This design comes from an exercise in tuning for small area, a short achievable clock period and few clock cycles per item on the open sky130 flow, not from production work. Where RTL was checked, it was by simulation tests only, not by an equivalence proof against the original. Function not checked in runs 1, 2, 6 and 7: the RTL went through the layout flow alone. Power is estimated from default activity; no workload was simulated.

## flow/run.sh

```bash
#!/bin/bash
cd "$(dirname "$0")/.."
cp standard.sh standard_sh_copy.log
export BUFFER_PORTS_ARGS="-buffer_cell sky130_fd_sc_hd__buf_1"
bash standard.sh > standard_run.log 2>&1
```

## standard.sh

```bash
#!/bin/bash
# synth_recipe.tcl (not shown) runs the flow's synth.tcl, then flattens the netlist and writes it again
# the make line also repeats each setting of config.mk as NAME=value (left out here)
make -C /OpenROAD-flow-scripts/flow DESIGN_CONFIG=/design/flow/config.mk WORK_HOME=/design/flow/orfs CLKGATE_MAP_FILE= SYNTH_SCRIPT=/design/flow/synth_recipe.tcl "${@:-finish}"
```

## config.mk

```make
export PLATFORM = sky130hd
export DESIGN_NAME = vector_divider
export DESIGN_NICKNAME = vector_divider
export VERILOG_FILES = /design/flow/design.v
export SDC_FILE = /design/flow/constraint.sdc
export NUM_CORES = 4
export LEC_CHECK = 0
export CAP_MARGIN = 20
export CORE_MARGIN = 2
export CORE_UTILIZATION = 40
export CTS_BUF_LIST = sky130_fd_sc_hd__clkbuf_8
export SLEW_MARGIN = 20
```

## constraint.sdc

```tcl
create_clock -name core_clock -period 4.5 [get_ports {clock}]
set_input_delay 0.9000 -clock core_clock [delete_from_list [all_inputs] [get_ports {clock}]]
set_output_delay 0.9000 -clock core_clock [all_outputs]
set_load 0.01 [all_outputs]
```

## design.v

```verilog
module cmpsub #(parameter W=32) (input [W-1:0] a, input [W-1:0] b, output [W-1:0] d, output c);
wire [W-1:0] p = a ^ ~b;
wire [W-1:0] g0 = a & ~b;
wire G_0_0 = g0[0] | p[0];
wire ng1 = g0[1] | (p[1] & G_0_0);
wire ng2 = g0[3] | (p[3] & g0[2]);
wire np2 = p[3] & p[2];
wire ng3 = g0[5] | (p[5] & g0[4]);
wire np3 = p[5] & p[4];
wire ng4 = g0[7] | (p[7] & g0[6]);
wire np4 = p[7] & p[6];
wire ng5 = g0[9] | (p[9] & g0[8]);
wire np5 = p[9] & p[8];
wire ng6 = g0[11] | (p[11] & g0[10]);
wire np6 = p[11] & p[10];
wire ng7 = g0[13] | (p[13] & g0[12]);
wire np7 = p[13] & p[12];
wire ng8 = g0[15] | (p[15] & g0[14]);
wire np8 = p[15] & p[14];
wire ng9 = g0[17] | (p[17] & g0[16]);
wire np9 = p[17] & p[16];
wire ng10 = g0[19] | (p[19] & g0[18]);
wire np10 = p[19] & p[18];
wire ng11 = g0[21] | (p[21] & g0[20]);
wire np11 = p[21] & p[20];
wire ng12 = g0[23] | (p[23] & g0[22]);
wire np12 = p[23] & p[22];
wire ng13 = g0[25] | (p[25] & g0[24]);
wire np13 = p[25] & p[24];
wire ng14 = g0[27] | (p[27] & g0[26]);
wire np14 = p[27] & p[26];
wire ng15 = g0[29] | (p[29] & g0[28]);
wire np15 = p[29] & p[28];
wire ng16 = g0[31] | (p[31] & g0[30]);
wire np16 = p[31] & p[30];
wire ng17 = ng2 | (np2 & ng1);
wire ng18 = ng4 | (np4 & ng3);
wire np18 = np4 & np3;
wire ng19 = ng6 | (np6 & ng5);
wire np19 = np6 & np5;
wire ng20 = ng8 | (np8 & ng7);
wire np20 = np8 & np7;
wire ng21 = ng10 | (np10 & ng9);
wire np21 = np10 & np9;
wire ng22 = ng12 | (np12 & ng11);
wire np22 = np12 & np11;
wire ng23 = ng14 | (np14 & ng13);
wire np23 = np14 & np13;
wire ng24 = ng16 | (np16 & ng15);
wire np24 = np16 & np15;
wire ng25 = ng18 | (np18 & ng17);
wire ng26 = ng20 | (np20 & ng19);
wire np26 = np20 & np19;
wire ng27 = ng22 | (np22 & ng21);
wire np27 = np22 & np21;
wire ng28 = ng24 | (np24 & ng23);
wire np28 = np24 & np23;
wire ng29 = ng26 | (np26 & ng25);
wire ng30 = ng28 | (np28 & ng27);
wire np30 = np28 & np27;
wire ng31 = ng30 | (np30 & ng29);
wire ng32 = ng27 | (np27 & ng29);
wire ng33 = ng19 | (np19 & ng25);
wire ng34 = ng21 | (np21 & ng29);
wire ng35 = ng23 | (np23 & ng32);
wire ng36 = ng3 | (np3 & ng17);
wire ng37 = ng5 | (np5 & ng25);
wire ng38 = ng7 | (np7 & ng33);
wire ng39 = ng9 | (np9 & ng29);
wire ng40 = ng11 | (np11 & ng34);
wire ng41 = ng13 | (np13 & ng32);
wire ng42 = ng15 | (np15 & ng35);
wire ng43 = g0[2] | (p[2] & ng1);
wire ng44 = g0[4] | (p[4] & ng17);
wire ng45 = g0[6] | (p[6] & ng36);
wire ng46 = g0[8] | (p[8] & ng25);
wire ng47 = g0[10] | (p[10] & ng37);
wire ng48 = g0[12] | (p[12] & ng33);
wire ng49 = g0[14] | (p[14] & ng38);
wire ng50 = g0[16] | (p[16] & ng29);
wire ng51 = g0[18] | (p[18] & ng39);
wire ng52 = g0[20] | (p[20] & ng34);
wire ng53 = g0[22] | (p[22] & ng40);
wire ng54 = g0[24] | (p[24] & ng32);
wire ng55 = g0[26] | (p[26] & ng41);
wire ng56 = g0[28] | (p[28] & ng35);
wire ng57 = g0[30] | (p[30] & ng42);
assign d[0] = ~p[0];
assign d[1] = p[1] ^ G_0_0;
assign d[2] = p[2] ^ ng1;
assign d[3] = p[3] ^ ng43;
assign d[4] = p[4] ^ ng17;
assign d[5] = p[5] ^ ng44;
assign d[6] = p[6] ^ ng36;
assign d[7] = p[7] ^ ng45;
assign d[8] = p[8] ^ ng25;
assign d[9] = p[9] ^ ng46;
assign d[10] = p[10] ^ ng37;
assign d[11] = p[11] ^ ng47;
assign d[12] = p[12] ^ ng33;
assign d[13] = p[13] ^ ng48;
assign d[14] = p[14] ^ ng38;
assign d[15] = p[15] ^ ng49;
assign d[16] = p[16] ^ ng29;
assign d[17] = p[17] ^ ng50;
assign d[18] = p[18] ^ ng39;
assign d[19] = p[19] ^ ng51;
assign d[20] = p[20] ^ ng34;
assign d[21] = p[21] ^ ng52;
assign d[22] = p[22] ^ ng40;
assign d[23] = p[23] ^ ng53;
assign d[24] = p[24] ^ ng32;
assign d[25] = p[25] ^ ng54;
assign d[26] = p[26] ^ ng41;
assign d[27] = p[27] ^ ng55;
assign d[28] = p[28] ^ ng35;
assign d[29] = p[29] ^ ng56;
assign d[30] = p[30] ^ ng42;
assign d[31] = p[31] ^ ng57;
assign c = ng31;
endmodule
module vector_divider #(
    parameter RAM_SIZE = 10,
    parameter N = 5,
    parameter NBITS = 32
)(
    input clock,
    input reset,
    output [RAM_SIZE-1:0] Addr,
    output [NBITS-1:0] Wdata,
    input [NBITS-1:0] Rdata,
    input [RAM_SIZE-1:0] Ndata,
    output reg Wenable,
    input startvd,
    output reg busyvd
);
localparam RX = 4;            
localparam XW = 32 + RX;      
localparam [3:0] IDLE = 4'd0,
                 C1   = 4'd1,    
                 C2   = 4'd2,    
                 D1   = 4'd3,    
                 P1   = 4'd4,    
                 P2   = 4'd5,    
                 E    = 4'd6,    
                 W1   = 4'd7,    
                 W2   = 4'd8;    
reg [3:0] state, nstate;
reg first, wsel, ainc, alo;
reg [8:0] h;
reg [31:0] R, Q;
reg [XW-1:0] X;
reg [5:0] j;
wire [31:0] diff;
wire nb;
cmpsub #(.W(32)) u_sub (.a(R), .b(X[31:0]), .d(diff), .c(nb));
wire ge = nb & ~|X[XW-1:32];
wire ph1 = (state == D1) | (state == P1);
wire shl = ge & ~j[5];                  
wire [8:0] h1 = h + 9'd1;
wire last = (h1 == Ndata[8:0]);         
wire done2 = (j == 6'd0);
assign Addr = {ainc ? h1 : h, alo};
assign Wdata = wsel ? Q : R;
always @(*) begin
    nstate = state;
    case (state)
        IDLE: if (startvd) nstate = C1;
        C1:   nstate = C2;
        C2:   nstate = D1;
        D1:   nstate = shl ? P1 : E;
        P1:   if (!shl) nstate = P2;
        P2:   if (done2) nstate = last ? W1 : C1;
        E:    nstate = last ? W1 : C1;
        W1:   nstate = W2;
        default: nstate = IDLE;
    endcase
end
always @(posedge clock) begin
    if (reset) begin
        state <= IDLE;
        h <= 9'h1ff;
        first <= 1'b0;
        busyvd <= 1'b0;
        Wenable <= 1'b0;
        wsel <= 1'b0;
        ainc <= 1'b1;
        alo <= 1'b1;
    end else begin
        state <= nstate;
        busyvd <= (nstate != IDLE);
        wsel <= (nstate == D1) | (nstate == W2);
        Wenable <= ((nstate == C2) | (nstate == D1)) & ~first | (nstate == W1) | (nstate == W2);
        ainc <= ~((nstate == C2) | (nstate == D1) | (nstate == W1) | (nstate == W2));
        alo <= ~((nstate == C1) | (nstate == D1) | (nstate == W2));
        if (state == IDLE && startvd)
            first <= 1'b1;
        if (state == D1) begin
            h <= h1;
            first <= 1'b0;
        end
        if (state == W2)
            h <= 9'h1ff;
    end
end
always @(posedge clock) begin
    if (state == C1)
        X <= {{RX-1{1'b0}}, Rdata, 1'b0};
    else if (ph1 && shl)
        X <= {X[XW-1-RX:0], {RX{1'b0}}};
    else
        X <= {1'b0, X[XW-1:1]};
    if (state == C2)
        R <= Rdata;
    else if (state == P2 && ge)
        R <= diff;
    if (state == D1)
        Q <= 32'd0;
    else if (state == P2)
        Q <= {Q[30:0], ge};
    if (state == C1)
        j <= 6'd1;
    else if (ph1 && shl)
        j <= j + RX;
    else
        j <= j - 6'd1;
end
endmodule
```

==> results of run 1 <==
## worst min-delay path, stage by stage, from the launching register on
cell	delay (ps)
dfxtp_1	330
nand2_1	50
o31ai_1	50
## metrics by stage
stage	utilization	std cells	area [µm²]	hold WS (ps)	total power (W)
floorplan	-	797	7100	425	0.00381
global placement	0.439	1073	7600	435	0.00442
detailed placement	0.439	1073	7600	440	0.00445
CTS	0.465	1105	8050	458	0.00560
global route	0.465	1105	8050	488	0.00605
finish	0.465	1105	8050	453	0.00556
## final timing paths
check	end	slack, ps	from
max reg2reg	R[31]	850	R[9]
min reg2reg	j[1]	450	j[1]
min	j[1]	450	j[1]
max	R[31]	850	R[9]
## synth_stat cells, types with 2 or more instances
| library cell | n |
|---|---|
| edfxtp_1 | 32 |
| clkbuf_1 | 30 |
| o21ai_0 | 32 |
| a31oi_1 | 4 |
| nand2b_1 | 11 |
| o31ai_1 | 9 |
| buf_1 | 6 |
| nor2_1 | 32 |
| ha_1 | 35 |
| nor3_1 | 39 |
| buf_2 | 4 |
| buf_4 | 6 |
| mux2_2 | 27 |
| nor3b_1 | 2 |
| nand4_1 | 6 |
| xor2_1 | 11 |
| xnor2_1 | 30 |
| and3_2 | 5 |
| fa_1 | 16 |
| nand2_1 | 153 |
| nand3_1 | 8 |
| a21o_1 | 7 |
| a21oi_1 | 71 |
| a22o_1 | 2 |
| dfxtp_1 | 93 |
| o21a_1 | 2 |
| o21bai_1 | 2 |
| nand4b_1 | 2 |
| inv_1 | 50 |
| nor2b_1 | 2 |
| o22ai_1 | 2 |
| and3_1 | 6 |
| o211ai_1 | 2 |
| a221o_1 | 27 |
| a211oi_1 | 3 |
| and3_4 | 2 |
## where the power goes
| part | internal, W | switching (W) | total, W |
|---|---|---|---|
| Sequential | 0.00158 | 0.000252 | 0.00183 |
| Clock | 0.000636 | 0.000480 | 0.00112 |
| Combinational | 0.00117 | 0.00144 | 0.00261 |
| Total | 0.00339 | 0.00217 | 0.00556 |
## metal layers
layer,wire length [µm],vias to the layer above
met2,8030,127
met1,8340,2733
met4,232,0
met5,0,-
li1,-,2929
met3,902,18
## layout make-up
type	count	share of cell area
timing repair buffer	98	0.0508
clock buffer	19	0.0325
sequential	125	0.351
tap	225	0.0350
clock inverter	13	0.0233
inverter	50	0.0233
multi-input combinational	575	0.484
## state kept, by name, indices dropped and copies added, names as in the netlist, 4 cells and up
signal	cells
X	36
Q	32
R	32
h	9
j	6
state	4
## kinds of logic (layout without fill, tap and decap cells)
family,Yosys count,count (layout),share of synthesized area
mux,28,28,0.0443
simple gates,278,278,0.177
fa+ha+maj,51,51,0.107
buf+inv,97,180,0.0563
xor+xnor,41,41,0.0506
compound gates,177,177,0.167
flops,125,125,0.398
## placed cells by master, fill, tap and decap left out, drive strengths merged, types with 3 or more instances in the layout
| master | count |
|---|---|
| nand2 | 153 |
| buf | 98 |
| dfxtp | 93 |
| a21oi | 72 |
| inv | 52 |
| nor3 | 40 |
| ha | 35 |
| edfxtp | 32 |
| o21ai | 32 |
| nor2 | 32 |
| xnor2 | 30 |
| a221o | 27 |
| mux2 | 27 |
| clkbuf | 19 |
| fa | 16 |
| and3 | 13 |
| nand2b | 11 |
| xor2 | 11 |
| o31ai | 9 |
| nand3 | 8 |
| a21o | 7 |
| nand4 | 6 |
| a31oi | 4 |
| bufinv | 4 |
| clkinv | 4 |
| a211oi | 3 |
| clkinvlp | 3 |
| a2111oi | 3 |
==> metrics.yaml, run 1 <==
maxSlewHeadroom: 0.384
drc: 0
finalCritPeriodShare: 0.811
holdCritPathClass: "reg -> reg"
final_layout_size_suffix_gt1_frac: 0.102
postCtsSetupBuffers: 0
cts_hold_buf: 0
ant_nets: 0
clk_latency_ps: 450
synth_fp_nets: 893
die_w_um: 137
setup_tns_ps: 0
grt_util_met2: 0.308
row_count: 48
avgSynthCellArea_um2: 8.90
dr.pass1.iters: 4
cpPeakStageDelay_ps: 410
die_height_um: 137
max_freq_ghz: 0.274
via_count: 5807
place.gp.congestion: 0.813
crit_required_ps: 4700
setup_viol: 0
coreArea_um2: 17300
wl_per_cell_um: 15.8
synth_top_cell_area_share: 0.262
clockBufferDepth: 2
cts_resized: 0
seq_area_um2: 2820
drtIter0Drc: 402
power.leakage_nw: 3.12
cts_buffers: 17
critPathBufInv: 0
crit_path_end_kind: "flop"
crit_path_start_kind: "flop"
syn_to_final_growth_pct: 13.4
clk_pin_slew_ps: 80
critPathSlowestCell: "edfxtp_1"
path_class: "reg -> reg"
synthArstFlopShare: 0
cts.htree.levels: 4
cp.arrival_ps: 3850
min_period_ps: 3650
run_status: "finished clean"
drt-vias-per-instance: 5.26
pre_cts_ws_ps: 917
rsz0062_at_grt: "false"
power_density_nw_per_um2: 691
path_delay_family: "compound AO/OA/AOI/OAI gates"
synth_cell_type_count: 62
finalWirelength_um: 17500
cts_tree: "done"
synth_warnings: 1
hpwl_um: 12300
max_slew.worst_pin.slew_ps: 924
finClkSkew_ps: 11.0
root_buffer: "clkbuf_8"
ff2ff_path_depth: 12
grt_start_max_net_pins: 71
met1_usage: 0.266
overflow: 0
start_util: 0.410
cts_num_sinks: 125
synth_area_leaders: "dfxtp_1 26%, edfxtp_1 14%, nand2_1 8.1%"
io_pins: 89
holdPathStages: 2
grt_usage: 0.195
crit_chain: "ha_1 > a2111oi_2 > nand2_1 > nor3_1 > o41ai_2 > nor2_1 > nor2b_1 > a21boi_0 > o21ai_0 > fa_1 > xnor2_1 > o21ai_0"
synth_top_area_cell: "dfxtp_1"
grt_pass1_wl_um: 28300
portBuffers: 87
antenna_found_initial: 0
die-area_um2: 18800
peakVddDrop_mv: 0.274
multiInputGateArea_um2: 3900
ys.flop_type: "dfxtp_1"
n_antenna_cell: 0
synth_edf_count: 32
ys_ff_latch: 125
cpMostUsedCell: "o21ai_0"
final_nets: 963
worst_slack_ps: 851
maxCapViolCount: 0
busiest_layer: "met2"
yosysSeqAreaShare: 0.398
grt_pass1_vias: 5504
path_max_fanout: 4
synth_cells: 797
met3_usage: 0.0408
filler_cell_count: 1738
path_depth: 12
netlist_area_um2: 7100
hold_viol_final: 0
finalMaxSlewViolations: 0
==> run 2: changes to the inputs <==
--- a/config.mk
+++ b/config.mk
@@ -9,4 +9,5 @@
 export CORE_MARGIN = 2
 export CORE_UTILIZATION = 40
 export CTS_BUF_LIST = sky130_fd_sc_hd__clkbuf_8
+export SETUP_SLACK_MARGIN = 1.3
 export SLEW_MARGIN = 20
==> run 2 against run 1 <==
Count of clock-buffer cells in the layout decreased by 2. Clock skew decreased by 1.1 ps. Maximum frequency increased by 16%. Critical path depth increased by 1. Synthesized area unchanged. Global-route usage about the same. First-iteration DRC count decreased by 12%. Sequential power about the same. Sequential share of layout area decreased by 1.3 points. Register-to-register slack improved by 510 ps. Critical path type unchanged. Combinational power increased by 18%. Via count increased by 1.7%. Still clean on timing, DRC and antenna.
==> metrics.yaml, run 2 <==
finalCritPeriodShare: 0.698  # was 0.811
max_slew.worst_pin.slew_ps: 992  # was 924 ps
grt_pass1_wl_um: 28200  # was 28300 µm
power.leakage_nw: 3.22  # was 3.12 nW
cpPeakStageDelay_ps: 410  # about the same
synth_cells: 797  # unchanged
portBuffers: 87  # unchanged
yosysMostFrequentCell: "nand2_1"  # unchanged
cts_tree: "done"  # unchanged
finalMaxSlewViolations: 0  # unchanged
place.gp.congestion: 0.844  # was 0.813
ys.flop_type: "dfxtp_1"  # unchanged
wl_per_cell_um: 16.3  # was 15.8 µm
grt_start_max_net_pins: 71  # unchanged
n_antenna_cell: 0  # unchanged
syn_to_final_growth_pct: 18.0  # was 13.4%
path_max_fanout: 30  # was 4
largestRegisters: "X (36), Q (32), R (32)"  # unchanged
maxCapViolCount: 0  # unchanged
final_cell_mix: "150 x nand2_1, 88 x dfxtp_1, 87 x buf_1"  # was 153 x nand2_1, 92 x dfxtp_1, 87 x buf_1
crit_chain: "inv_2 > ha_4 > fa_2 > nand2b_4 > a21oi_4 > nor3_4 > buf_6 > o41ai_4 > o2111ai_2 > a21oi_4 > buf_4 > nor3_1 > a221o_1"  # was ha_1 > a2111oi_2 > nand2_1 > nor3_1 > o41ai_2 > nor2_1 > nor2b_1 > a21boi_0 > o21ai_0 > fa_1 > xnor2_1 > o21ai_0
overflow: 0  # unchanged
row_count: 48  # unchanged
peakVddDrop_mv: 0.324  # was 0.274 mV
final_nets: 981  # was 963
swShare: 0.409  # was 0.390
avgSynthCellArea_um2: 8.90  # unchanged
crit_required_ps: 4850  # was 4700 ps
grt_pass1_vias: 5504  # unchanged
synth_edf_count: 32  # unchanged
synth_area_leaders: "dfxtp_1 26%, edfxtp_1 14%, nand2_1 8.1%"  # unchanged
die-area_um2: 18800  # unchanged
synth_top_cell_area_share: 0.262  # unchanged
cts_buffers: 17  # unchanged
crit_path_start_kind: "flop"  # unchanged
p_sw_w: 0.00237  # was 0.00217 W
drtIter0Drc: 354  # was 402
mostFrequentLayoutCell: "nand2_1"  # unchanged
cpMostUsedCell: "a21oi_4"  # was o21ai_0
root_buffer: "clkbuf_8"  # unchanged
clk_pin_slew_ps: 80  # about the same
io_pins: 89  # unchanged
p_int_w: 0.00343  # was 0.00339 W
cp.arrival_ps: 3490  # was 3850 ps
holdCritPathClass: "reg -> reg"  # unchanged
dpl_cell_area_um2: 7600  # unchanged
final_layout_size_suffix_gt1_frac: 0.160  # was 0.102
setup_tns_ps: 0  # unchanged
drt-vias-per-instance: 5.26  # about the same
design_area_um2: 8370  # was 8050 µm²
via_count: 5904  # was 5807
yosysSeqAreaShare: 0.398  # unchanged
max_freq_ghz: 0.318  # was 0.274 GHz
synth_commonest_cells: "153 x nand2_1, 93 x dfxtp_1, 71 x a21oi_1"  # unchanged
path_class: "reg -> reg"  # unchanged
synth_cell_type_count: 62  # unchanged
hpwl_um: 12300  # about the same
antenna_found_initial: 0  # unchanged
start_util: 0.410  # unchanged
synth_fp_nets: 893  # unchanged
die_height_um: 137  # unchanged
synthArstFlopShare: 0  # unchanged
ant_nets: 0  # unchanged
cts_num_sinks: 125  # unchanged
dr.pass1.iters: 4  # unchanged
clockBufferDepth: 2  # unchanged
min_period_ps: 3140  # was 3650 ps
regMostFlops: "X"  # unchanged
hold_viol_final: 0  # unchanged
cts.htree.levels: 4  # unchanged
coreArea_um2: 17300  # unchanged
clk_latency_ps: 460  # was 450 ps
synth_top_area_cell: "dfxtp_1"  # unchanged
rsz0062_at_grt: "true"  # was false
cts_hold_buf: 0  # unchanged
crit_path_end_kind: "flop"  # unchanged
grt_usage: 0.194  # was 0.195
maxSlewHeadroom: 0.339  # was 0.384
netlist_area_um2: 7100  # unchanged
power_frac_clock: 0.153  # was 0.201
synth_warnings: 1  # unchanged
die_w_um: 137  # unchanged
drc: 0  # unchanged
finalWirelength_um: 18300  # was 17500 µm
comb_power_share: 0.529  # was 0.469
power_density_nw_per_um2: 693  # was 691 nW/µm²
setup_viol: 0  # unchanged
run_status: "finished clean"  # unchanged
power_frac_seq: 0.318  # was 0.330
critPathSlowestCell: "o41ai_4"  # was edfxtp_1
ys_ff_latch: 125  # unchanged
largest_reg_flops: 36  # unchanged
finClkSkew_ps: 9.95  # was 11.0 ps
run 2: cell counts after synthesis:
Identical to the previous run, type by type.
run 2: stage by stage:
step                total power, W  hold WS [ps]  worst slack, ps  utilization  instances
floorplan                  0.00381           425             1430            -        797
global placement           0.00442           437              940        0.439       1071
detailed placement         0.00445           440              913        0.439       1071
CTS                        0.00562           458             1300        0.472       1113
global route               0.00628           495             1220        0.484       1123
finish                     0.00580           455             1360        0.484       1123
run 2: cell families (layout without fill, tap and decap cells):
logic type,after synthesis,count (layout),synth area share
AND/OR/NAND/NOR,278,278,0.177
AO/OA/AOI/OAI,177,177,0.167
flip-flops,125,125,0.398
buffers and inverters,97,198,0.0563
adder cells (fa/ha/maj),51,51,0.107
XOR/XNOR,41,41,0.0506
multiplexers,28,28,0.0443
run 2: power groups by stage:
stage                     clock, W  combinational (W)  sequential [W]
after global routing      0.000948            0.00345         0.00188
final                     0.000884            0.00307         0.00185
after floorplan                  0            0.00207         0.00175
after global placement           0            0.00256         0.00186
after detailed placement         0            0.00259         0.00186
after CTS                 0.000905            0.00288         0.00184
run 2: repair_timing:
| item | 4_1_cts | 5_1_grt |
|---|---|---|
| endpoints found under the setup margin | 71 | 72 |
| pin swaps | 11 | 17 |
| cloned | 0 | 2 |
| resized for setup | 30 | 25 |
| setup buffers | 10 | 8 |
run 2: routing by layer:
layer  track usage  share of wire
met5             0              0
met4        0.0716          0.020
met3        0.0442          0.047
met2         0.296           0.45
met1         0.270           0.48
run 2: final cells by class:
class | count | area [µm²]
Multi-Input combinational cell | 575 | 4110
Tap cell | 225 | 282
Fill cell | 1654 | 8930
Clock inverter | 15 | 116
Inverter | 50 | 188
Clock buffer | 17 | 234
Sequential cell | 125 | 2830
Timing Repair Buffer | 116 | 609
run 2: worst max-delay path, delay by kind of cell, from the launching register on:
kind	cells	cell delay, ps
AO/OA/AOI/OAI	5	1270
adder cells (fa/ha/maj)	2	530
buffers and inverters	3	520
flip-flops	1	350
AND/OR/NAND/NOR	3	330
run 2: worst paths after layout:
kind,from,endpoint,slack (ps),cells past startpoint
min,X[32],X[31],450,2
max,R[0],X[6],1360,13
max reg2reg,R[0],X[6],1360,13
min reg2reg,X[32],X[31],450,2
==> run 3: changes to the inputs <==
--- a/design.v
+++ b/design.v
@@ -130,23 +130,23 @@
     output [NBITS-1:0] Wdata,
     input [NBITS-1:0] Rdata,
     input [RAM_SIZE-1:0] Ndata,
-    output reg Wenable,
+    output Wenable,
     input startvd,
     output reg busyvd
 );
 localparam RX = 4;            
 localparam XW = 32 + RX;      
-localparam [3:0] IDLE = 4'd0,
-                 C1   = 4'd1,    
-                 C2   = 4'd2,    
-                 D1   = 4'd3,    
-                 P1   = 4'd4,    
-                 P2   = 4'd5,    
-                 E    = 4'd6,    
-                 W1   = 4'd7,    
-                 W2   = 4'd8;    
+localparam [3:0] IDLE = 4'b1000,
+                 P1   = 4'b1001,    
+                 P2   = 4'b1010,    
+                 E    = 4'b1011,    
+                 C1   = 4'b0000,    
+                 C2   = 4'b1100,    
+                 W1   = 4'b1101,    
+                 D1   = 4'b0100,    
+                 W2   = 4'b0101;    
 reg [3:0] state, nstate;
-reg first, wsel, ainc, alo;
+reg first;
 reg [8:0] h;
 reg [31:0] R, Q;
 reg [XW-1:0] X;
@@ -160,8 +160,11 @@
 wire [8:0] h1 = h + 9'd1;
 wire last = (h1 == Ndata[8:0]);         
 wire done2 = (j == 6'd0);
-assign Addr = {ainc ? h1 : h, alo};
-assign Wdata = wsel ? Q : R;
+wire alo = state[3];
+wire we = state[2];
+assign Addr = {we ? h : h1, alo};
+assign Wdata = alo ? R : Q;
+assign Wenable = we & ~first;
 always @(*) begin
     nstate = state;
     case (state)
@@ -173,6 +176,7 @@
         P2:   if (done2) nstate = last ? W1 : C1;
         E:    nstate = last ? W1 : C1;
         W1:   nstate = W2;
+        W2:   nstate = IDLE;
         default: nstate = IDLE;
     endcase
 end
@@ -182,17 +186,9 @@
         h <= 9'h1ff;
         first <= 1'b0;
         busyvd <= 1'b0;
-        Wenable <= 1'b0;
-        wsel <= 1'b0;
-        ainc <= 1'b1;
-        alo <= 1'b1;
     end else begin
         state <= nstate;
         busyvd <= (nstate != IDLE);
-        wsel <= (nstate == D1) | (nstate == W2);
-        Wenable <= ((nstate == C2) | (nstate == D1)) & ~first | (nstate == W1) | (nstate == W2);
-        ainc <= ~((nstate == C2) | (nstate == D1) | (nstate == W1) | (nstate == W2));
-        alo <= ~((nstate == C1) | (nstate == D1) | (nstate == W2));
         if (state == IDLE && startvd)
             first <= 1'b1;
         if (state == D1) begin
--- a/config.mk
+++ b/config.mk
@@ -9,5 +9,5 @@
 export CORE_MARGIN = 2
 export CORE_UTILIZATION = 40
 export CTS_BUF_LIST = sky130_fd_sc_hd__clkbuf_8
-export SETUP_SLACK_MARGIN = 1.3
+export SETUP_SLACK_MARGIN = 1.0
 export SLEW_MARGIN = 20
==> run 3 against run 2 <==
Clock skew grew 1.9 ps. Maximum frequency fell by 4.3%. Sequential share of layout area rose by 0.62 points. Global-route usage down 0.18 points. Utilization down 2.1 points. First-iteration DRC count is 24% lower. Via count fell by 4.1%. Worst setup slack got worse by 140 ps. Register-to-register slack worse by 140 ps. Synthesized area shrank 0.97%. Die area is 0.94% lower. Total power decreased by 40%.
==> metrics.yaml, run 3 <==
run_status: "finished clean"  # unchanged
postCtsSetupBuffers: 0  # was 10
reg2reg_from: "R[0]"  # unchanged
worst_slack_ps: 1220  # was 1360 ps
largest_reg_flops: 36  # unchanged
maxCapViolCount: 0  # unchanged
met3_usage: 0.0356  # was 0.0442
start_util: 0.408  # was 0.410
avgSynthCellArea_um2: 8.89  # was 8.90 µm²
path_class: "reg -> reg"  # unchanged
setup_viol: 0  # unchanged
synth_commonest_cells: "150 x nand2_1, 89 x dfxtp_1, 62 x a21oi_1"  # was 153 x nand2_1, 93 x dfxtp_1, 71 x a21oi_1
crit_required_ps: 4710  # was 4850 ps
grt_pass1_wl_um: 27900  # was 28200 µm
crit_start: "R[0]"  # unchanged
clk_latency_ps: 450  # was 460 ps
finClkSkew_ps: 11.8  # was 9.95 ps
n_antenna_cell: 0  # unchanged
synthArstFlopShare: 0  # unchanged
synth_warnings: 1  # unchanged
min_from: "X[5]"  # was X[32]
drtIter0Drc: 270  # was 354
coreArea_um2: 17200  # was 17300 µm²
antenna_found_initial: 0  # unchanged
ys_ff_latch: 121  # was 125
syn_to_final_growth_pct: 13.5  # was 18.0%
yosysSeqAreaShare: 0.390  # was 0.398
path_max_fanout: 4  # was 30
synth_edf_count: 32  # unchanged
ys.flop_type: "dfxtp_1"  # unchanged
clockBufferDepth: 2  # unchanged
fin_util: 0.463  # was 0.484
cts_num_sinks: 121  # was 125
crit_path_end_kind: "flop"  # unchanged
row_count: 48  # unchanged
design_area_um2: 7970  # was 8370 µm²
pre_cts_ws_ps: 767  # was 913 ps
regMostFlops: "X"  # unchanged
synth_top_cell_area_share: 0.254  # was 0.262
cp.arrival_ps: 3490  # about the same
die_height_um: 137  # about the same
synth_fp_nets: 886  # was 893
place.gp.congestion: 0.815  # was 0.844
dpl_cell_area_um2: 7510  # was 7600 µm²
grt_util_met2: 0.307  # was 0.296
hold_viol_final: 0  # unchanged
finalWirelength_um: 17200  # was 18300 µm
power_density_nw_per_um2: 437  # was 693 nW/µm²
final_layout_size_suffix_gt1_frac: 0.107  # was 0.160
via_count: 5662  # was 5904
max_slew.worst_pin.slew_ps: 910  # was 992 ps
synth_top_area_cell: "dfxtp_1"  # unchanged
final_cell_mix: "150 x nand2_1, 88 x dfxtp_1, 87 x buf_1"  # unchanged
max_freq_ghz: 0.305  # was 0.318 GHz
synth_cells: 790  # was 797
crit_path_start_kind: "flop"  # unchanged
met1_usage: 0.265  # was 0.270
cts_buffers: 17  # unchanged
dr.pass1.iters: 4  # unchanged
clk_pin_slew_ps: 70  # was 80 ps
finalCritPeriodShare: 0.729  # was 0.698
hpwl_um: 12500  # was 12300 µm
synth_area_leaders: "dfxtp_1 25%, edfxtp_1 14%, nand2_1 8.0%"  # was dfxtp_1 26%, edfxtp_1 14%, nand2_1 8.1%
setup_tns_ps: 0  # unchanged
holdCritPathClass: "reg -> reg"  # unchanged
portBuffers: 87  # unchanged
ant_nets: 0  # unchanged
final_nets: 955  # was 981
root_buffer: "clkbuf_8"  # unchanged
die-area_um2: 18600  # was 18800 µm²
netlist_area_um2: 7030  # was 7100 µm²
power.leakage_nw: 3.15  # was 3.22 nW
wl_per_cell_um: 15.7  # was 16.3 µm
synth_cell_type_count: 61  # was 62
die_w_um: 137  # about the same
grt_usage: 0.193  # was 0.194
grt_pass1_vias: 5498  # was 5504
grt_start_max_net_pins: 43  # was 71
drt-vias-per-instance: 5.16  # was 5.26
min_period_ps: 3280  # was 3140 ps
drc: 0  # unchanged
busiest_layer: "met2"  # unchanged
rsz0062_at_grt: "true"  # unchanged
cts.htree.levels: 4  # unchanged
mostFrequentLayoutCell: "nand2_1"  # unchanged
yosysMostFrequentCell: "nand2_1"  # unchanged
cts_tree: "done"  # unchanged
finalMaxSlewViolations: 0  # unchanged
peakVddDrop_mv: 0.211  # was 0.324 mV
maxSlewHeadroom: 0.393  # was 0.339
overflow: 0  # unchanged
io_pins: 89  # unchanged
largestRegisters: "X (36), Q (32), R (32)"  # unchanged
==> run 3: cell count changes in the layout (fill, tap and decap cells not counted), moves of 6 or more <==
cell | before | now
ha_1 | 27 | 35
xnor2_1 | 29 | 23
mux2_2 | 27 | 33
or3_1 | 1 | 9
buf_4 | 23 | 13
==> run 3: final timing paths <==
check	slack, ps	end	depth (start not counted)
max	1220	R[30]	14
min	440	X[4]	2
min reg2reg	440	X[4]	2
max reg2reg	1220	R[30]	14
==> run 3: stage by stage <==
step                      std cells  total power, W  hold slack [ps]
after global routing           1097         0.00373              470
after detailed placement       1065         0.00242              434
final                          1097         0.00348              442
after CTS                      1097         0.00351              438
after floorplan                 790         0.00218              422
after global placement         1065         0.00240              428
==> run 3: area by class of cell <==
type	count	area, µm²
clock buffers	20	275
clock inverters	12	156
fillers	1753	9260
inverters	47	176
multi-input cells	572	3920
flip-flops and latches	121	2740
well taps	225	282
repair buffers	100	424
==> run 3: cells by family (layout without fill, tap and decap cells) <==
| kind of cell | Yosys count | after routing | synth area share |
|---|---|---|---|
| buffers and inverters | 97 | 179 | 0.0591 |
| adder cells (fa/ha/maj) | 51 | 51 | 0.108 |
| multiplexers | 35 | 35 | 0.0559 |
| AND/OR/NAND/NOR | 282 | 282 | 0.182 |
| flip-flops | 121 | 121 | 0.390 |
| XOR/XNOR | 39 | 39 | 0.0486 |
| AO/OA/AOI/OAI | 165 | 165 | 0.156 |
==> run 3: power by group <==
| group | switching (W) | internal [W] | leakage, nW | total [W] |
|---|---|---|---|---|
| clock | 0.000436 | 0.000637 | 0.238 | 0.00107 |
| combinational | 0.000565 | 0.000457 | 1.89 | 0.00102 |
| sequential | 0.0000990 | 0.00129 | 1.02 | 0.00139 |
| total | 0.00110 | 0.00238 | 3.15 | 0.00348 |
==> run 3: timing repair <==
| action | in CTS | in global routing |
|---|---|---|
| gates resized for setup | 3 | 4 |
| endpoints found under the setup margin | 5 | 7 |
| hold buffers | 0 | 0 |
==> run 3: layer usage <==
layer	vias up	part of all wire
met4	0	0.012
met1	2643	0.48
met2	106	0.46
met3	15	0.042
met5	-	0
li1	2898	-
==> run 3: worst max-delay path: stages (launching register included) <==
cell and delay [ps]:
edfxtp_1 350, inv_1 50, ha_1 200, fa_1 380, nand2b_1 170, a21o_1 180, a31o_2 240, o21ai_4 220
nand2_1 120, o21ai_2 230, a21oi_1 140, o21ai_1 190, fa_1 430, nand2_1 60, nand2_1 70
Testbench counts of run 3, summed over its fixed seeds: cycles 7,930, items 700.
==> run 4: changes to the inputs <==
--- a/config.mk
+++ b/config.mk
@@ -9,5 +9,5 @@
 export CORE_MARGIN = 2
 export CORE_UTILIZATION = 40
 export CTS_BUF_LIST = sky130_fd_sc_hd__clkbuf_8
-export SETUP_SLACK_MARGIN = 1.0
+export SETUP_SLACK_MARGIN = 1.3
 export SLEW_MARGIN = 20
==> run 4 against run 3 <==
Sequential share of layout area decreased by 0.46 points. Cell count rose by 0.73%. Synthesized area unchanged. Via count grew 1.3%. Non-clock buffer count increased by 8.
==> metrics.yaml, run 4 <==
met2_length_um: 8160  # was 7970 µm
power.leakage_nw: 3.19  # was 3.15 nW
synth_top_cell_area_share: 0.254  # unchanged
cts_hold_buf: 0  # unchanged
synth_fp_nets: 886  # unchanged
max_freq_ghz: 0.320  # was 0.305 GHz
grt_usage: 0.194  # was 0.193
comb_power_share: 0.305  # was 0.293
crit_path_start_kind: "flop"  # unchanged
drc: 0  # unchanged
power_density_nw_per_um2: 438  # was 437 nW/µm²
finalWirelength_um: 17300  # was 17200 µm
setup_viol: 0  # unchanged
synth_area_leaders: "dfxtp_1 25%, edfxtp_1 14%, nand2_1 8.0%"  # unchanged
drt-vias-per-instance: 5.19  # was 5.16
path_class: "reg -> reg"  # unchanged
cts_num_sinks: 121  # unchanged
coreArea_um2: 17200  # unchanged
ys.flop_type: "dfxtp_1"  # unchanged
filler_cell_count: 1742  # was 1753
io_pins: 89  # unchanged
crit_start: "R[0]"  # unchanged
p_int_w: 0.00242  # was 0.00238 W
run_status: "finished clean"  # unchanged
syn_to_final_growth_pct: 15.0  # was 13.5%
yosysMostFrequentCell: "nand2_1"  # unchanged
synth_top_area_cell: "dfxtp_1"  # unchanged
synth_cell_type_count: 61  # unchanged
synth_edf_count: 32  # unchanged
synth_commonest_cells: "150 x nand2_1, 89 x dfxtp_1, 62 x a21oi_1"  # unchanged
hpwl_um: 12500  # unchanged
synth_cells: 790  # unchanged
cts_tree: "done"  # unchanged
wl_met1_um: 8260  # was 8300 µm
holdCritPathClass: "reg -> reg"  # unchanged
die_height_um: 137  # unchanged
top_layer_used: "met4"  # unchanged
final_nets: 963  # was 955
grt_pass1_vias: 5512  # was 5498
met3WireLength_um: 706  # was 727 µm
path_max_fanout: 3  # was 4
finalCritPeriodShare: 0.694  # was 0.729
avgSynthCellArea_um2: 8.89  # unchanged
crit_required_ps: 4690  # was 4710 ps
grt_start_max_net_pins: 43  # unchanged
portBuffers: 87  # unchanged
largest_reg_flops: 36  # unchanged
crit_path_end_kind: "flop"  # unchanged
crit_chain: "inv_1 > ha_2 > fa_2 > nand2b_4 > a21o_1 > a31o_4 > o21ai_4 > a31o_2 > a21o_1 > nand2_1 > a31oi_1 > fa_1 > nand2_1 > nand2_1"  # was inv_1 > ha_1 > fa_1 > nand2b_1 > a21o_1 > a31o_2 > o21ai_4 > nand2_1 > o21ai_2 > a21oi_1 > o21ai_1 > fa_1 > nand2_1 > nand2_1
cp.arrival_ps: 3310  # was 3490 ps
fin_total_pwr_w: 0.00354  # was 0.00348 W
path_delay_family: "compound AO/OA/AOI/OAI gates"  # unchanged
die-area_um2: 18600  # unchanged
final_layout_size_suffix_gt1_frac: 0.122  # was 0.107
reg2reg_from: "R[0]"  # unchanged
clockBufferDepth: 2  # unchanged
maxSlewHeadroom: 0.392  # was 0.393
place.gp.congestion: 0.815  # unchanged
drtIter0Drc: 265  # was 270
ys_ff_latch: 121  # unchanged
row_count: 48  # unchanged
maxCapViolCount: 0  # unchanged
finalMaxSlewViolations: 0  # unchanged
p_sw_w: 0.00112  # was 0.00110 W
min_from: "X[5]"  # unchanged
wl_per_cell_um: 15.7  # about the same
critPathBufInv: 1  # unchanged
cts_buffers: 17  # unchanged
netlist_area_um2: 7030  # unchanged
largestRegisters: "X (36), Q (32), R (32)"  # unchanged
critPathSlowestCell: "fa_1"  # unchanged
grt_pass1_wl_um: 28100  # was 27900 µm
via_count: 5733  # was 5662
clk_pin_slew_ps: 70  # about the same
peakVddDrop_mv: 0.210  # was 0.211 mV
finClkSkew_ps: 12.3  # was 11.8 ps
min_period_ps: 3120  # was 3280 ps
antenna_found_initial: 0  # unchanged
power_frac_seq: 0.392  # was 0.398
dr.pass1.iters: 4  # unchanged
setup_tns_ps: 0  # unchanged
overflow: 0  # unchanged
fin_util: 0.469  # was 0.463
start_util: 0.408  # unchanged
cpMostUsedCell: "nand2_1"  # unchanged
die_w_um: 137  # unchanged
root_buffer: "clkbuf_8"  # unchanged
clk_latency_ps: 450  # about the same
regMostFlops: "X"  # unchanged
n_antenna_cell: 0  # unchanged
synth_warnings: 1  # unchanged
yosysSeqAreaShare: 0.390  # unchanged
mostFrequentLayoutCell: "nand2_1"  # unchanged
ant_nets: 0  # unchanged
rsz0062_at_grt: "true"  # unchanged
max_slew.worst_pin.slew_ps: 910  # about the same
final_cell_mix: "149 x nand2_1, 87 x dfxtp_1, 87 x buf_1"  # was 150 x nand2_1, 88 x dfxtp_1, 87 x buf_1
cpPeakStageDelay_ps: 440  # was 430 ps
cts.htree.levels: 4  # unchanged
hold_viol_final: 0  # unchanged
swShare: 0.317  # was 0.316
power_frac_clock: 0.303  # was 0.308
synthArstFlopShare: 0  # unchanged
-- run 4: cells by family after synthesis --
| group | synth area share |
|---|---|
| flops | 0.390 |
| fa+ha+maj | 0.108 |
| buf+inv | 0.0591 |
| simple gates | 0.182 |
| mux | 0.0559 |
| xor+xnor | 0.0486 |
| compound gates | 0.156 |
-- run 4: routing by layer --
metal  vias up  global-route usage
met5         -                   0
met2       108               0.309
met1      2699               0.266
met3        13              0.0356
li1       2913                   -
met4         0              0.0625
-- run 4: through the flow --
step | hold slack, ps | setup WS (ps) | cells | instance area, µm²
after CTS | 438 | 1290 | 1099 | 8000
after detailed placement | 434 | 767 | 1065 | 7510
after global placement | 428 | 809 | 1065 | 7510
after floorplan | 422 | 1310 | 790 | 7030
after global routing | 470 | 1220 | 1105 | 8080
final | 442 | 1380 | 1105 | 8080
-- run 4: worst paths after layout --
kind / slack [ps] / end / cells after the start
min reg2reg: 440 / X[4] / 2
max reg2reg: 1380 / R[22] / 14
min: 440 / X[4] / 2
max: 1380 / R[22] / 14
-- run 4: tightest hold or removal path, cell delays in order, from the launching register on --
cell     delay, ps
dfxtp_1        310
nand2_1         50
nand2_1         40
-- run 4: repair_timing --
action	CTS	global route
setup buffers	2	6
endpoints found under the setup margin	22	20
resized for setup	9	7
pin swaps	3	4
-- run 4: layout make-up --
cell class | instances | area, µm² | area share
clock inverter | 12 | 156 | 0.0193
multi-input combinational | 572 | 3970 | 0.490
inverter | 47 | 176 | 0.0218
tap | 225 | 282 | 0.0348
clock buffer | 20 | 275 | 0.0341
sequential | 121 | 2750 | 0.340
timing repair buffer | 108 | 484 | 0.0599
-- run 4: power by group through the flow --
| stage | Clock, W | Sequential (W) | Combinational, W |
|---|---|---|---|
| floorplan | 0 | 0.00137 | 0.000804 |
| global placement | 0 | 0.00141 | 0.000991 |
| detailed placement | 0 | 0.00141 | 0.00101 |
| CTS | 0.00110 | 0.00139 | 0.00105 |
| global route | 0.00114 | 0.00141 | 0.00123 |
| finish | 0.00107 | 0.00139 | 0.00108 |
==> run 5: changes to the inputs <==
==> flow/run.sh (replaced) <==
#!/bin/bash
cd "$(dirname "$0")/.."
export BUFFER_PORTS_ARGS="-buffer_cell sky130_fd_sc_hd__buf_1"
export CTS_ARGS="-sink_clustering_enable -repair_clock_nets -root_buf sky130_fd_sc_hd__clkbuf_8 -buf_list sky130_fd_sc_hd__clkbuf_4 -dont_use_dummy_load"
bash standard.sh > standard_run.log 2>&1
==> run 5 against run 4 <==
Cell area decreased by 3.5%. Still clean on timing, DRC and antenna. Clock power shrank about 50%. Combinational power about the same. Cell count decreased by 1.4%. Critical path depth is 1 lower. Synthesized area is the same. Synthesized cell count did not move.
==> metrics.yaml, run 5 <==
grt_pass1_vias: 5439  # was 5512
clockBufferDepth: 2  # unchanged
run_status: "finished clean"  # unchanged
maxSlewHeadroom: 0.395  # was 0.392
yosysMostFrequentCell: "nand2_1"  # unchanged
cts_num_sinks: 121  # unchanged
clk_latency_ps: 430  # was 450 ps
row_count: 48  # unchanged
place.gp.congestion: 0.815  # unchanged
ys_ff_latch: 121  # unchanged
wl_per_cell_um: 15.7  # about the same
grt_pass1_wl_um: 27700  # was 28100 µm
finalWirelength_um: 17100  # was 17300 µm
synth_cells: 790  # unchanged
regMostFlops: "X"  # unchanged
critPathBufInv: 1  # unchanged
avgSynthCellArea_um2: 8.89  # unchanged
syn_to_final_growth_pct: 11.0  # was 15.0%
grt_usage: 0.192  # was 0.194
clk_pin_slew_ps: 100  # was 70 ps
setup_viol: 0  # unchanged
crit_path_end_kind: "flop"  # unchanged
peakVddDrop_mv: 0.180  # was 0.210 mV
synth_cell_type_count: 61  # unchanged
cts_tree: "done"  # unchanged
ys.flop_type: "dfxtp_1"  # unchanged
crit_chain: "inv_1 > ha_2 > fa_2 > nand2b_4 > a21o_1 > a31o_4 > o21ai_4 > a31o_2 > a21o_1 > nand2_2 > and2_4 > fa_2 > a21oi_1"  # was inv_1 > ha_2 > fa_2 > nand2b_4 > a21o_1 > a31o_4 > o21ai_4 > a31o_2 > a21o_1 > nand2_1 > a31oi_1 > fa_1 > nand2_1 > nand2_1
coreArea_um2: 17200  # unchanged
yosysSeqAreaShare: 0.390  # unchanged
path_max_fanout: 3  # unchanged
min_period_ps: 3160  # was 3120 ps
max_slew.worst_pin.slew_ps: 907  # was 910 ps
antenna_found_initial: 0  # unchanged
min_from: "X[6]"  # was X[5]
holdCritPathClass: "reg -> reg"  # unchanged
cpPeakStageDelay_ps: 520  # was 440 ps
largestRegisters: "X (36), Q (32), R (32)"  # unchanged
finClkSkew_ps: 38.8  # was 12.3 ps
final_layout_size_suffix_gt1_frac: 0.116  # was 0.122
path_delay_family: "adder cells"  # was compound AO/OA/AOI/OAI gates
finalMaxSlewViolations: 0  # unchanged
final_cell_mix: "148 x nand2_1, 87 x dfxtp_1, 87 x buf_1"  # was 149 x nand2_1, 87 x dfxtp_1, 87 x buf_1
die_w_um: 137  # unchanged
synth_top_area_cell: "dfxtp_1"  # unchanged
final_nets: 962  # was 963
setup_tns_ps: 0  # unchanged
r2r_slack_ps: 1340  # was 1380 ps
crit_start: "R[0]"  # unchanged
synth_warnings: 1  # unchanged
portBuffers: 87  # unchanged
crit_required_ps: 4640  # was 4690 ps
maxCapViolCount: 0  # unchanged
largest_reg_flops: 36  # unchanged
drtIter0Drc: 254  # was 265
reg2reg_from: "R[0]"  # unchanged
synth_top_cell_area_share: 0.254  # unchanged
die-area_um2: 18600  # unchanged
via_count: 5634  # was 5733
io_pins: 89  # unchanged
drt-vias-per-instance: 5.17  # was 5.19
synth_area_leaders: "dfxtp_1 25%, edfxtp_1 14%, nand2_1 8.0%"  # unchanged
start_util: 0.408  # unchanged
netlist_area_um2: 7030  # unchanged
synth_commonest_cells: "150 x nand2_1, 89 x dfxtp_1, 62 x a21oi_1"  # unchanged
die_height_um: 137  # unchanged
power.leakage_nw: 3.03  # was 3.19 nW
synth_fp_nets: 886  # unchanged
finalCritPeriodShare: 0.702  # was 0.694
root_buffer: "clkbuf_8"  # unchanged
ant_nets: 0  # unchanged
fin_total_pwr_w: 0.00301  # was 0.00354 W
n_antenna_cell: 0  # unchanged
synth_edf_count: 32  # unchanged
path_class: "reg -> reg"  # unchanged
rsz0062_at_grt: "true"  # unchanged
cp.arrival_ps: 3300  # was 3310 ps
crit_path_start_kind: "flop"  # unchanged
critPathSlowestCell: "fa_2"  # was fa_1
hold_viol_final: 0  # unchanged
cts_buffers: 17  # unchanged
cts_hold_buf: 0  # unchanged
drc: 0  # unchanged
dr.pass1.iters: 4  # unchanged
power_density_nw_per_um2: 385  # was 438 nW/µm²
hpwl_um: 12500  # unchanged
synthArstFlopShare: 0  # unchanged
grt_start_max_net_pins: 43  # unchanged
mostFrequentLayoutCell: "nand2_1"  # unchanged
cts.htree.levels: 4  # unchanged
overflow: 0  # unchanged
max_freq_ghz: 0.316  # was 0.320 GHz
==> run 5: cell counts after synthesis <==
No cell type changed its count.
==> run 5: where the power goes <==
part | internal [W] | switching, W | total [W] | leakage [nW]
sequential | 0.00129 | 0.0000989 | 0.00139 | 1.02
clock | 0.000185 | 0.000351 | 0.000536 | 0.0808
combinational | 0.000496 | 0.000588 | 0.00108 | 1.93
==> run 5: worst register-to-register path, stage by stage (launching register included) <==
cell      delay, ps
edfxtp_1        360
inv_1            50
ha_2            180
fa_2            340
nand2b_4        150
a21o_1          200
a31o_4          240
o21ai_4         190
a31o_2          170
a21o_1          160
nand2_2          90
and2_4          170
fa_2            520
a21oi_1          60
==> run 5: worst paths after layout <==
path | to | depth (start not counted)
hold reg to reg | X[5] | 2
setup reg to reg | R[20] | 13
setup / recovery | R[20] | 13
hold / removal | X[5] | 2
==> run 5: cells by family (layout without fill, tap and decap cells) <==
| group | count (synthesis) | in the layout | synth area share |
|---|---|---|---|
| AO/OA/AOI/OAI | 165 | 165 | 0.156 |
| XOR/XNOR | 39 | 39 | 0.0486 |
| adder cells (fa/ha/maj) | 51 | 51 | 0.108 |
| buffers and inverters | 97 | 171 | 0.0591 |
| flip-flops | 121 | 121 | 0.390 |
| multiplexers | 35 | 35 | 0.0559 |
| AND/OR/NAND/NOR | 282 | 282 | 0.182 |
==> run 5: final cells by class <==
| class | count | area, µm² |
|---|---|---|
| multi-input combinational | 572 | 3990 |
| sequential | 121 | 2750 |
| fill | 1773 | 9430 |
| clock buffer | 17 | 134 |
| inverter | 47 | 176 |
| timing repair buffer | 107 | 477 |
| tap | 225 | 282 |
==> run 5: per-layer routing <==
layer	vias to the layer above	share of wire	track usage
met5	-	0	0
met4	0	0.011	0.0590
met3	12	0.045	0.0381
met2	105	0.47	0.304
met1	2607	0.48	0.264
li1	2910	-	-
==> run 5: stage by stage <==
stage          setup slack (ps)  cells   util  cell area [µm²]  hold WS (ps)
5_1_grt                    1200   1089  0.453             7800           462
2_1_floorplan              1310    790      -             7030           422
6_report                   1340   1089  0.453             7800           428
4_1_cts                    1310   1084  0.448             7710           425
3_3_place_gp                809   1065  0.436             7510           428
3_5_place_dp                767   1065  0.436             7510           434
==> run 5: repair_timing <==
action                     CTS  global route
gates resized for setup     11            11
pin swaps                    2             8
setup endpoints to repair   20            16
hold endpoints to repair     0             0
setup buffers                2             5
==> run 6: changes to the inputs <==
--- a/design.v
+++ b/design.v
@@ -160,6 +160,9 @@
 wire [8:0] h1 = h + 9'd1;
 wire last = (h1 == Ndata[8:0]);         
 wire done2 = (j == 6'd0);
+wire xld = (state == C1);
+wire xsl = ~xld & ph1 & shl;
+wire xsr = ~xld & ~(ph1 & shl);
 wire alo = state[3];
 wire we = state[2];
 assign Addr = {we ? h : h1, alo};
@@ -200,12 +203,9 @@
     end
 end
 always @(posedge clock) begin
-    if (state == C1)
-        X <= {{RX-1{1'b0}}, Rdata, 1'b0};
-    else if (ph1 && shl)
-        X <= {X[XW-1-RX:0], {RX{1'b0}}};
-    else
-        X <= {1'b0, X[XW-1:1]};
+    X <= ({XW{xld}} & {{RX-1{1'b0}}, Rdata, 1'b0})
+       | ({XW{xsl}} & {X[XW-1-RX:0], {RX{1'b0}}})
+       | ({XW{xsr}} & {1'b0, X[XW-1:1]});
     if (state == C2)
         R <= Rdata;
     else if (state == P2 && ge)
==> run 6 against run 5 <==
Still clean on timing, DRC and antenna. Count of clock-buffer cells in the layout is the same. Combinational power rose by 130%. Utilization about the same. Via count down 0.32%. Maximum frequency fell by 1.3%. Cell area is 0.24% lower. Clock skew fell by 6.4 ps. Routed wire length decreased by 4.6%. Total power up 60%. Highest routed layer unchanged.
==> metrics.yaml, run 6 <==
run_status: "finished clean"  # unchanged
max_freq_ghz: 0.312  # was 0.316 GHz
n_antenna_cell: 0  # unchanged
synth_top_area_cell: "dfxtp_1"  # unchanged
worstHoldEndpoint: "Q[3]"  # was X[5]
path_delay_family: "compound AO/OA/AOI/OAI gates"  # was adder cells
clockBufferDepth: 2  # unchanged
antenna_found_initial: 0  # unchanged
design_area_um2: 7780  # was 7800 µm²
yosysSeqAreaShare: 0.393  # was 0.390
finClkSkew_ps: 32.4  # was 38.8 ps
synth_top_cell_area_share: 0.255  # was 0.254
root_buffer: "clkbuf_8"  # unchanged
largest_reg_flops: 36  # unchanged
clk_latency_ps: 430  # about the same
ys_ff_latch: 121  # unchanged
cts_num_sinks: 121  # unchanged
power_density_nw_per_um2: 618  # was 385 nW/µm²
crit_path_end_kind: "flop"  # unchanged
cts_tree: "done"  # unchanged
final_layout_size_suffix_gt1_frac: 0.123  # was 0.116
fin_hold_ws_ps: 454  # was 428 ps
power_frac_clock: 0.112  # was 0.178
mostFrequentLayoutCell: "nand2_1"  # unchanged
swShare: 0.397  # was 0.345
r2r_slack_ps: 1300  # was 1340 ps
power.leakage_nw: 2.90  # was 3.03 nW
ys.flop_type: "dfxtp_1"  # unchanged
drtIter0Drc: 312  # was 254
hold_viol_final: 0  # unchanged
synth_warnings: 1  # unchanged
fin_total_pwr_w: 0.00481  # was 0.00301 W
power_frac_seq: 0.365  # was 0.461
reg2reg_from: "R[0]"  # unchanged
maxCapViolCount: 0  # unchanged
coreArea_um2: 17200  # about the same
holdPathStages: 2  # unchanged
final_nets: 935  # was 962
io_pins: 89  # unchanged
synth_edf_count: 32  # unchanged
max_slew.worst_pin.slew_ps: 863  # was 907 ps
critPathSlowestCell: "or3_4"  # was fa_2
overflow: 0  # unchanged
maxSlewHeadroom: 0.424  # was 0.395
grt_pass1_vias: 5304  # was 5439
setup_tns_ps: 0  # unchanged
holdCritPathClass: "reg -> reg"  # unchanged
crit_chain: "inv_1 > ha_2 > fa_2 > nor2b_4 > o2111ai_4 > a31oi_4 > or3_4 > a31oi_4 > o21bai_1 > a21bo_1 > fa_2 > mux2_4"  # was inv_1 > ha_2 > fa_2 > nand2b_4 > a21o_1 > a31o_4 > o21ai_4 > a31o_2 > a21o_1 > nand2_2 > and2_4 > fa_2 > a21oi_1
ff2ff_path_depth: 12  # was 13
start_util: 0.406  # was 0.408
finalWirelength_um: 16300  # was 17100 µm
drt-vias-per-instance: 5.29  # was 5.17
finalMaxSlewViolations: 0  # unchanged
synth_cell_type_count: 57  # was 61
fin_util: 0.453  # about the same
critPathBufInv: 1  # unchanged
filler_cell_count: 1759  # was 1773
path_max_fanout: 4  # was 3
min_period_ps: 3200  # was 3160 ps
yosysMostFrequentCell: "nand2_1"  # unchanged
cp.arrival_ps: 3370  # was 3300 ps
r2r_end: "R[26]"  # was R[20]
row_count: 48  # unchanged
avgSynthCellArea_um2: 9.15  # was 8.89 µm²
drc: 0  # unchanged
min_from: "Q[2]"  # was X[6]
synth_area_leaders: "dfxtp_1 26%, edfxtp_1 14%, mux2_2 7.1%"  # was dfxtp_1 25%, edfxtp_1 14%, nand2_1 8.0%
die-area_um2: 18500  # was 18600 µm²
clk_pin_slew_ps: 110  # was 100 ps
synthArstFlopShare: 0  # unchanged
crit_path_start_kind: "flop"  # unchanged
cts_buffers: 17  # unchanged
cpPeakStageDelay_ps: 420  # was 520 ps
grt_usage: 0.185  # was 0.192
netlist_area_um2: 6980  # was 7030 µm²
finalCritPeriodShare: 0.711  # was 0.702
dr.pass1.iters: 5  # was 4
wl_per_cell_um: 15.4  # was 15.7 µm
largestRegisters: "X (36), Q (32), R (32)"  # unchanged
peakVddDrop_mv: 0.259  # was 0.180 mV
synth_fp_nets: 859  # was 886
place.gp.congestion: 0.802  # was 0.815
via_count: 5616  # was 5634
p_sw_w: 0.00191  # was 0.00104 W
synth_cells: 763  # was 790
comb_power_share: 0.522  # was 0.361
ant_nets: 0  # unchanged
grt_start_max_net_pins: 68  # was 43
hpwl_um: 11800  # was 12500 µm
p_int_w: 0.00290  # was 0.00197 W
crit_required_ps: 4670  # was 4640 ps
grt_pass1_wl_um: 26700  # was 27700 µm
synth_commonest_cells: "113 x nand2_1, 89 x dfxtp_1, 53 x a21oi_1"  # was 150 x nand2_1, 89 x dfxtp_1, 62 x a21oi_1
cts.htree.levels: 4  # unchanged
syn_to_final_growth_pct: 11.5  # was 11.0%
setup_viol: 0  # unchanged
regMostFlops: "X"  # unchanged
dpl_cell_area_um2: 7450  # was 7510 µm²
final_cell_mix: "112 x nand2_1, 87 x dfxtp_1, 87 x buf_1"  # was 148 x nand2_1, 87 x dfxtp_1, 87 x buf_1
portBuffers: 87  # unchanged
path_class: "reg -> reg"  # unchanged
die_height_um: 136  # was 137 µm
die_w_um: 136  # was 137 µm
rsz0062_at_grt: "true"  # unchanged
[run 6: metal layers]
metal,track usage,share of wire
met1,0.252,0.48
met2,0.294,0.46
met3,0.0332,0.038
met4,0.0654,0.016
met5,0,0
[run 6: layout make-up]
| class | instances | area, µm² | share of cell area |
|---|---|---|---|
| tap | 225 | 282 | 0.0362 |
| sequential | 121 | 2750 | 0.353 |
| inverter | 51 | 191 | 0.0246 |
| clock buffer | 17 | 134 | 0.0172 |
| multi-input combinational | 543 | 3960 | 0.509 |
| timing repair buffer | 105 | 469 | 0.0603 |
[run 6: worst max-delay path by stage]
stage	slack (ps)	start	endpoint	cells after the start
after floorplan	1400	R[2]	R[26]	10
after global placement	1040	R[2]	R[26]	10
after detailed placement	1010	R[0]	R[26]	12
after CTS	1290	R[0]	R[26]	12
after global routing	1170	R[0]	R[26]	12
final	1300	R[0]	R[26]	12
[run 6: power by group through the flow]
stage	clock (W)	sequential [W]	combinational [W]
after floorplan	0	0.00169	0.00183
after global placement	0	0.00178	0.00227
after detailed placement	0	0.00178	0.00229
after CTS	0.000559	0.00176	0.00239
after global routing	0.000603	0.00180	0.00286
final	0.000541	0.00176	0.00251
[run 6: worst reg2reg max path: stages, from the launching register on]
cell and delay (ps):
edfxtp_1 390, inv_1 70, ha_2 200, fa_2 250, nor2b_4 60, o2111ai_4 240
a31oi_4 130, or3_4 420, a31oi_4 200, o21bai_1 120, a21bo_1 190, fa_2 400
mux2_4 270
[run 6: kinds of logic (layout without fill, tap and decap cells)]
family	Yosys count	count (layout)	synth area share
buf+inv	99	173	0.0597
mux	46	46	0.0739
fa+ha+maj	51	51	0.109
xor+xnor	38	38	0.0477
flops	121	121	0.393
simple gates	215	215	0.142
compound gates	193	193	0.175
[run 6: repair_timing]
action / CTS / global route
pin swaps: 2 / 8
setup endpoints to repair: 8 / 77
gates resized for setup: 7 / 22
setup buffers: 2 / 6
hold buffers: 0 / 0
[run 6: stage by stage]
step           instances  worst slack [ps]
3_5_place_dp        1037              1010
4_1_cts             1056              1290
3_3_place_gp        1037              1040
5_1_grt             1062              1170
6_report            1062              1300
2_1_floorplan        763              1400
==> run 7: changes to the inputs <==
--- a/design.v
+++ b/design.v
@@ -157,21 +157,21 @@
 wire ge = nb & ~|X[XW-1:32];
 wire ph1 = (state == D1) | (state == P1);
 wire shl = ge & ~j[5];                  
-wire [8:0] h1 = h + 9'd1;
-wire last = (h1 == Ndata[8:0]);         
+wire [8:0] hd = h - 9'd1;
+wire last = (h == 9'd0);                
 wire done2 = (j == 6'd0);
 wire xld = (state == C1);
 wire xsl = ~xld & ph1 & shl;
 wire xsr = ~xld & ~(ph1 & shl);
 wire alo = state[3];
 wire we = state[2];
-assign Addr = {we ? h : h1, alo};
+assign Addr = {we ? h : hd, alo};
 assign Wdata = alo ? R : Q;
 assign Wenable = we & ~first;
 always @(*) begin
     nstate = state;
     case (state)
-        IDLE: if (startvd) nstate = C1;
+        IDLE: if (startvd) nstate = E;
         C1:   nstate = C2;
         C2:   nstate = D1;
         D1:   nstate = shl ? P1 : E;
@@ -186,20 +186,19 @@
 always @(posedge clock) begin
     if (reset) begin
         state <= IDLE;
-        h <= 9'h1ff;
         first <= 1'b0;
         busyvd <= 1'b0;
     end else begin
         state <= nstate;
         busyvd <= (nstate != IDLE);
-        if (state == IDLE && startvd)
+        if (state == IDLE) begin
+            h <= Ndata[8:0];
             first <= 1'b1;
+        end
         if (state == D1) begin
-            h <= h1;
+            h <= hd;
             first <= 1'b0;
         end
-        if (state == W2)
-            h <= 9'h1ff;
     end
 end
 always @(posedge clock) begin
==> run 7 against run 6 <==
Global-route usage grew 0.57 points. Routed wire length grew 5.8%. Synthesized cell count shrank 4.3%. Via count shrank 3.0%. Sequential power grew 14%. Maximum frequency shrank 0.19%. Sequential cell count is the same. Cell count shrank 2.1%. Count of clock-buffer cells in the layout is the same. Die area shrank 1.3%. Worst hold slack gained 1.2 ps. Critical path depth is the same. Critical path type unchanged. Largest power group unchanged.
==> metrics.yaml, run 7 <==
synth_area_leaders: "dfxtp_1 23%, edfxtp_1 18%, mux2_2 7.0%"  # was dfxtp_1 26%, edfxtp_1 14%, mux2_2 7.1%
r2r_slack_ps: 1290  # was 1300 ps
cts_tree: "done"  # unchanged
min_from: "Q[27]"  # was Q[2]
cts_buffers: 17  # unchanged
grt_usage: 0.191  # was 0.185
row_count: 47  # was 48
grt_pass1_vias: 5232  # was 5304
yosysSeqAreaShare: 0.411  # was 0.393
hpwl_um: 11600  # was 11800 µm
path_class: "reg -> reg"  # unchanged
largest_reg_flops: 36  # unchanged
rsz0062_at_grt: "true"  # unchanged
setup_tns_ps: 0  # unchanged
max_slew.worst_pin.slew_ps: 931  # was 863 ps
ant_nets: 0  # unchanged
grt_start_max_net_pins: 68  # unchanged
die_w_um: 135  # was 136 µm
max_freq_ghz: 0.312  # about the same
root_buffer: "clkbuf_8"  # unchanged
finalMaxSlewViolations: 0  # unchanged
holdPathStages: 2  # unchanged
mostFrequentLayoutCell: "nand2_1"  # unchanged
ff2ff_path_depth: 12  # unchanged
io_pins: 89  # unchanged
antenna_found_initial: 0  # unchanged
grt_pass1_wl_um: 27300  # was 26700 µm
place.gp.congestion: 0.812  # was 0.802
synth_cell_type_count: 51  # was 57
fin_total_pwr_w: 0.00565  # was 0.00481 W
filler_cell_count: 1619  # was 1759
fin_util: 0.479  # was 0.453
finalCritPeriodShare: 0.713  # was 0.711
finalWirelength_um: 17300  # was 16300 µm
path_max_fanout: 3  # was 4
synth_top_area_cell: "dfxtp_1"  # unchanged
synthArstFlopShare: 0  # unchanged
dr.pass1.iters: 4  # was 5
r2r_end: "R[30]"  # was R[26]
clk_pin_slew_ps: 110  # about the same
finClkSkew_ps: 27.5  # was 32.4 ps
n_antenna_cell: 0  # unchanged
min_period_ps: 3210  # was 3200 ps
regMostFlops: "X"  # unchanged
holdCritPathClass: "reg -> reg"  # unchanged
netlist_area_um2: 6890  # was 6980 µm²
syn_to_final_growth_pct: 16.0  # was 11.5%
power.leakage_nw: 2.97  # was 2.90 nW
final_nets: 918  # was 935
overflow: 0  # unchanged
synth_cells: 730  # was 763
crit_path_end_kind: "flop"  # unchanged
power_density_nw_per_um2: 707  # was 618 nW/µm²
avgSynthCellArea_um2: 9.44  # was 9.15 µm²
setup_viol: 0  # unchanged
peakVddDrop_mv: 0.282  # was 0.259 mV
cp.arrival_ps: 3400  # was 3370 ps
synth_warnings: 1  # unchanged
crit_required_ps: 4690  # was 4670 ps
via_count: 5445  # was 5616
drt-vias-per-instance: 5.24  # was 5.29
worstHoldEndpoint: "Q[28]"  # was Q[3]
ys_ff_latch: 121  # unchanged
critPathSlowestCell: "a2111oi_4"  # was or3_4
start_util: 0.412  # was 0.406
cpMostUsedCell: "a21o_1"
wl_per_cell_um: 16.6  # was 15.4 µm
reg2reg_from: "R[0]"  # unchanged
portBuffers: 87  # unchanged
synth_commonest_cells: "112 x nand2_1, 80 x dfxtp_1, 55 x inv_1"  # was 113 x nand2_1, 89 x dfxtp_1, 53 x a21oi_1
drc: 0  # unchanged
cpPeakStageDelay_ps: 400  # was 420 ps
synth_edf_count: 41  # was 32
ys.flop_type: "dfxtp_1"  # unchanged
crit_path_start_kind: "flop"  # unchanged
run_status: "finished clean"  # unchanged
hold_viol_final: 0  # unchanged
crit_chain: "inv_2 > ha_4 > fa_2 > nor2b_4 > o2111ai_4 > a21o_1 > a2111oi_4 > or2_4 > a21o_1 > a21o_1 > fa_1 > mux2_4"  # was inv_1 > ha_2 > fa_2 > nor2b_4 > o2111ai_4 > a31oi_4 > or3_4 > a31oi_4 > o21bai_1 > a21bo_1 > fa_2 > mux2_4
final_cell_mix: "111 x nand2_1, 86 x buf_1, 79 x dfxtp_1"  # was 112 x nand2_1, 87 x dfxtp_1, 87 x buf_1
drtIter0Drc: 357  # was 312
die-area_um2: 18300  # was 18500 µm²
final_layout_size_suffix_gt1_frac: 0.150  # was 0.123
coreArea_um2: 16700  # was 17200 µm²
die_height_um: 135  # was 136 µm
clk_latency_ps: 430  # about the same
cts.htree.levels: 4  # unchanged
cts_num_sinks: 121  # unchanged
largestRegisters: "X (36), Q (32), R (32)"  # unchanged
maxSlewHeadroom: 0.379  # was 0.424
synth_top_cell_area_share: 0.232  # was 0.255
clockBufferDepth: 2  # unchanged
synth_fp_nets: 826  # was 859
maxCapViolCount: 0  # unchanged
yosysMostFrequentCell: "nand2_1"  # unchanged
-- run 7: area by class of cell --
class / count / area [µm²] / area share
Tap cell: 220 / 275 / 0.0344
Clock buffer: 17 / 134 / 0.0167
Timing Repair Buffer: 118 / 724 / 0.0906
Multi-Input combinational cell: 509 / 3820 / 0.478
Sequential cell: 121 / 2830 / 0.355
Inverter: 55 / 206 / 0.0258
-- run 7: how the worst max path moves through the flow --
stage | cells past startpoint | from | slack, ps | end
after floorplan | 11 | R[0] | 1410 | R[0]
after global placement | 12 | R[0] | 990 | R[12]
after detailed placement | 12 | R[0] | 990 | R[12]
after CTS | 12 | R[0] | 1240 | R[30]
after global routing | 12 | R[0] | 1180 | R[30]
final | 12 | R[0] | 1290 | R[30]
-- run 7: cells by family after synthesis --
group	Yosys count	synth area share
flip-flops	121	0.411
adder cells (fa/ha/maj)	51	0.110
XOR/XNOR	34	0.0432
AND/OR/NAND/NOR	187	0.120
multiplexers	45	0.0732
AO/OA/AOI/OAI	192	0.184
buffers and inverters	100	0.0581
-- run 7: timing repair --
| item | in CTS | in global routing |
|---|---|---|
| setup buffers | 6 | 10 |
| cloned | 2 | 4 |
| endpoints found under the hold margin | 0 | 0 |
| setup endpoints to repair | 46 | 88 |
| hold buffers | 0 | 0 |
| resized for setup | 15 | 21 |
| pin swaps | 5 | 9 |
-- run 7: report_power, final --
part           internal [W]  switching, W
combinational       0.00152       0.00158
sequential          0.00169      0.000321
clock              0.000185      0.000353
-- run 7: critical path: cells and delay by family (launching register included) --
| family | cells | cell delay [ps] |
|---|---|---|
| mux | 1 | 270 |
| simple gates | 2 | 360 |
| fa+ha+maj | 3 | 910 |
| buf+inv | 1 | 50 |
| flops | 1 | 360 |
| compound gates | 5 | 1030 |
-- run 7: per-stage QoR --
stage	hold WS, ps	setup WS (ps)	area [µm²]	std cells
after floorplan	418	1410	6890	730
after global placement	438	993	7400	1001
after detailed placement	427	986	7400	1001
after CTS	459	1240	7730	1026
after global routing	482	1180	7990	1040
final	455	1290	7990	1040
-- run 7: metal layers --
metal  GRT usage  vias up  part of all wire
met5           0        -                 0
met4      0.0654        0             0.015
met3      0.0359       18             0.041
met2       0.298      107              0.46
met1       0.266     2571              0.49
li1            -     2749                 -
